This is an optimization exercise on Yosys and OpenROAD, whose aim is small area and a short achievable clock period, not a production implementation. The RTL was checked by simulation tests, not by an equivalence proof against the original design.

==> 11-12 <==
Design HFT_ALPHA_CORE, start of the top module:
module HFT_ALPHA_CORE #(
    parameter DATA_W        = 32,
    parameter Q_SCALE       = 16,
    parameter ALPHA_12      = 10181,
    parameter ALPHA_26      = 4854,
    parameter ALPHA_9       = 13107,
    parameter STOP_LOSS_PTS = 50
)(
    input wire clk,
    input wire reset,
    input wire valid_tick,
    input wire [DATA_W-1:0] raw_price,
    input wire [31:0] volume,
    output reg [1:0] order_signal,
    output reg order_valid
);
clock: 6.5 ns
lec_check: 0
cap_margin: 20
core_margin: 2
core_utilization: 65
cts_buf_list: sky130_fd_sc_hd__clkbuf_4 sky130_fd_sc_hd__clkbuf_8
cts_cluster_size: 24
place_density: 0.72
setup_slack_margin: 2.9
slew_margin: 20
tns_end_percent: 100
standard.sh (not shown) runs the stock make flow with config.mk's settings and CLKGATE_MAP_FILE= SYNTH_SCRIPT=/design/flow/synth_recipe.tcl, a recipe that flattens the netlist after the stock synthesis.
==> flow/flow/run.sh <==
#!/bin/bash
# Standard ORFS flow, except that after the standard synthesis the combinational
# logic is mapped again by ABC without the full-adder extraction (see reopt.ys).
set -euo pipefail
HERE=$(pwd)
FL=$HERE/flow
R=$HERE/orfs/results/$FLOW_PLATFORM/HFT_ALPHA_CORE/base
bash standard.sh synth > 1_synth_standard.log 2>&1
mkdir -p reopt
cp $R/1_2_yosys.v reopt/std.v
cp $FLOW_HOME/platforms/$FLOW_PLATFORM/lib/sky130_fd_sc_hd__tt_025C_1v80.lib reopt/lib.lib
cp $FL/reopt.ys $FL/keep_seq.tcl $FL/abc_run.tcl reopt/
export DONT_USE_LIST="$(grep -oE 'sky130_fd_sc_hd__(probe|lpflow)[a-z0-9_]+' $FLOW_HOME/platforms/$FLOW_PLATFORM/config.mk | sort -u | tr '\n' ' ')"
export ABC_SCRIPT=$FL/map.abc
(cd reopt && yosys -s reopt.ys) > 1_reopt_yosys.log 2>&1
rm -f reopt/lib.lib
cp reopt/reopt.v $R/1_2_yosys.v
bash standard.sh do-1_synth > 1_synth_odb.log 2>&1
bash standard.sh finish > 2_finish.log 2>&1
==> flow/flow/abc_run.tcl <==
yosys -import
set du {}
foreach c $::env(DONT_USE_LIST) { lappend du -dont_use $c }
abc -script $::env(ABC_SCRIPT) -liberty lib.lib {*}$du
==> flow/flow/keep_seq.tcl <==
yosys -import
set f [open std.v r]; set t [read $f]; close $f
foreach c [lsort -unique [regexp -all -inline {sky130_fd_sc_hd__(?:df|edf|sdf|dl)[a-z0-9_]+} $t]] {
  setattr -mod -set keep_hierarchy 1 $c
}
==> flow/flow/map.abc <==
strash
dch
map -B 0.9
strash
dch -f
map -B 0.9
topo
stime -c
buffer -c
upsize -c
dnsize -c
==> flow/flow/reopt.ys <==
# Re-map the combinational logic of the standard synthesis netlist.
# Sequential cells are kept as they are (same instances, names and cell types);
# every combinational cell is dissolved into its logic function and ABC maps it again.
read_liberty -ignore_miss_func lib.lib
read_verilog -sv std.v
hierarchy -top HFT_ALPHA_CORE
tcl keep_seq.tcl
flatten
opt_clean -purge
techmap
opt -fast
tcl abc_run.tcl
hilomap -singleton -hicell sky130_fd_sc_hd__conb_1 HI -locell sky130_fd_sc_hd__conb_1 LO
splitnets
opt_clean -purge
select HFT_ALPHA_CORE
write_verilog -noattr -selected reopt.v
==> inputs of 01-28, as changes to 11-12 <==
--- a/flow/design.v
+++ b/flow/design.v
@@ -88,27 +88,29 @@
     endfunction
     reg [31:0] price_q;      
     reg        first_run;
     reg [47:0] ema_12, ema_26;
     reg [47:0] diff_12, diff_26;
     reg [31:0] prod_12, prod_26;
-    wire [47:0] load   = first_run ? {raw_price, 16'd0} : 48'd0;
+    wire [31:0] add_12 = valid_tick ? prod_12 : 32'd0;
+    wire [31:0] add_26 = valid_tick ? prod_26 : 32'd0;
+    wire [47:0] load   = (valid_tick && first_run) ? {raw_price, 16'd0} : 48'd0;
     always @(posedge clk or posedge reset) begin
         if (reset) begin
             price_q   <= 0;
             first_run <= 1;
             ema_12    <= 0;
             ema_26    <= 0;
             diff_12   <= 0;
             diff_26   <= 0;
             prod_12   <= 0;
             prod_26   <= 0;
         end else begin
+            ema_12 <= add48(ema_12, {{16{add_12[31]}}, add_12}, 1'b0) | load;
+            ema_26 <= add48(ema_26, {{16{add_26[31]}}, add_26}, 1'b0) | load;
             if (valid_tick) begin
-                ema_12    <= add48(ema_12, {{16{prod_12[31]}}, prod_12}, 1'b0) | load;
-                ema_26    <= add48(ema_26, {{16{prod_26[31]}}, prod_26}, 1'b0) | load;
                 first_run <= 1'b0;
                 price_q   <= raw_price;
                 diff_12   <= add48({price_q, 16'd0}, ~ema_12, 1'b1);
                 diff_26   <= add48({price_q, 16'd0}, ~ema_26, 1'b1);
                 prod_12   <= mul12(diff_12);
                 prod_26   <= mul26(diff_26);
@@ -130,48 +132,16 @@
             prod_9    <= mul9(hist);
             ema_9     <= add48(ema_9, {{16{prod_9[31]}}, prod_9}, 1'b0);
         end
     end
     reg [1:0]  current_position;
     reg [31:0] entry_price;
-    function cout32;
-        input [31:0] a;
-        input [31:0] b;
-        input        cin;
-        reg   [31:0] G, P;
-        integer d, i;
-        begin
-            G = a & b;
-            P = a ^ b;
-            G[0] = G[0] | (P[0] & cin);
-            for (d = 1; d < 32; d = d * 2)
-                for (i = 2 * d - 1; i < 32; i = i + 2 * d) begin
-                    G[i] = G[i] | (P[i] & G[i - d]);
-                    P[i] = P[i] & P[i - d];
-                end
-            cout32 = G[31];
-        end
-    endfunction
-    function [1:0] top3;
-        input [31:0] x;
-        input [31:0] y;
-        input [31:0] k;
-        reg   [31:0] s;
-        reg   [32:0] c;
-        begin
-            s = x ^ y ^ k;
-            c = {(x & y) | (x & k) | (y & k), 1'b0};
-            top3 = {1'b0, c[32]} + {1'b0, cout32(s, c[31:0], 1'b0)};
-        end
-    endfunction
-    wire cl = cout32(entry_price, ~raw_price, 1'b1);
-    wire cs = cout32(raw_price, ~entry_price, 1'b1);
-    wire stop_long  = (top3(entry_price, ~raw_price, 32'hFFFFFFCF) == {1'b0, cl} + 2'd1)
-                   && (top3(entry_price, ~raw_price, 32'h80000001) == {1'b0, cl});
-    wire stop_short = (top3(raw_price, ~entry_price, 32'hFFFFFFCF) == {1'b0, cs} + 2'd1)
-                   && (top3(raw_price, ~entry_price, 32'h80000001) == {1'b0, cs});
+    wire [31:0] d_long  = entry_price - raw_price;
+    wire [31:0] d_short = raw_price - entry_price;
+    wire stop_long  = $signed(d_long)  >= STOP_LOSS_PTS;
+    wire stop_short = $signed(d_short) >= STOP_LOSS_PTS;
     wire h_pos = !hist[47] && (hist != 48'd0);
     wire h_neg = hist[47];
     always @(posedge clk or posedge reset) begin
         if (reset) begin
             order_signal     <= 0;
             order_valid      <= 0;
==> flow/flow/map.abc (replaced) <==
strash
dch
map -B 0.9
topo
stime -c
buffer -c
upsize -c
dnsize -c
Settings changed: CORE_UTILIZATION 65 to 40, CTS_BUF_LIST sky130_fd_sc_hd__clkbuf_4 sky130_fd_sc_hd__clkbuf_8 to default, CTS_CLUSTER_SIZE 24 to default, PLACE_DENSITY 0.72 to default, SETUP_SLACK_MARGIN 2.9 to default, TNS_END_PERCENT 100 to default.
==> notes <==
Between 01-28 and 11-12, the lower maximum frequency is in 01-28 (gap 29%, measured against 11-12).
In 01-28 the clock-buffer cell count is lower than in 11-12, by 45.
Against 01-28, the worst setup slack of 11-12 is better by 1.5 ns.
Global-route usage: 01-28 is lower than 11-12 (12 points).
Of 11-12 and 01-28, 01-28 has the higher sequential share of layout area (gap 0.96 points).
In 11-12 the critical path depth is higher than in 01-28, by 5.
11-12 completed with no timing, DRC or antenna violations. 01-28 finished clean.
Of 11-12 and 01-28, 11-12 has the higher area after synthesis (gap about 2.7%, measured against 01-28).
==> figures <==
	11-12	01-28
Utilization after layout	73.8%	44.3%
Crit path buf inv count	2	5
Highest cell delay on the worst timing path	0.55 ns	0.82 ns
Fin Hold WS	0.473 ns	0.474 ns
Result of the run	timing/DRC/antenna clean	timing/DRC/antenna clean
FP Rows	100	126
Pin count of the biggest net entering global routing	161	160
Worst setup path start	hist[16]	raw_price[3]
Clock latency (worst-skew pair)	0.73 ns	0.65 ns
Starting density of the core	65.7%	40.4%
Layout clock buffer count	135	90
HPWL after DPL	113000 um	120000 um
Share of final-layout standard cells stronger than drive strength 1	12.3%	3.78%
GR Layer Usage met2	58.7%	40.0%
Setup repair after global routing missed its margin	true	false
Worst setup SP type	flip-flop	input port
Area of the core	0.0744 mm^2	0.118 mm^2
Post-synthesis instance area	0.0489 mm^2	0.0477 mm^2

## static timing again, ports no longer ideal
No port has a modelled driver above. Below, the same layouts with a new extraction and two added sets of constraints. Step 1 assumes that a clkbuf_16 drives the clock port and a buf_2 every other input. Step 2 times the ports against the registers' clock, not the clock port: input delays grow and output delays shrink by t, the midpoint of the rising clock arrivals with the driver on. Three values: no drivers, after step 1, after step 2; two values: the first two.
| run | shift t [ns] | slack for setup (ns) | worst hold slack (ns) |
|---|---|---|---|
| 11-12 | 0.776 | 2.892 / 2.892 / 2.329 | 0.473 / 0.473 / 0.473 |
| 01-28 | 0.700 | 1.386 / 1.428 / 0.728 | 0.474 / 0.474 / 0.474 |
After both steps setup and hold are still met in every run listed. For 01-28, which loses most, drivers alone change the setup slack by +0.042 ns; drivers and shift together by -0.658 ns.
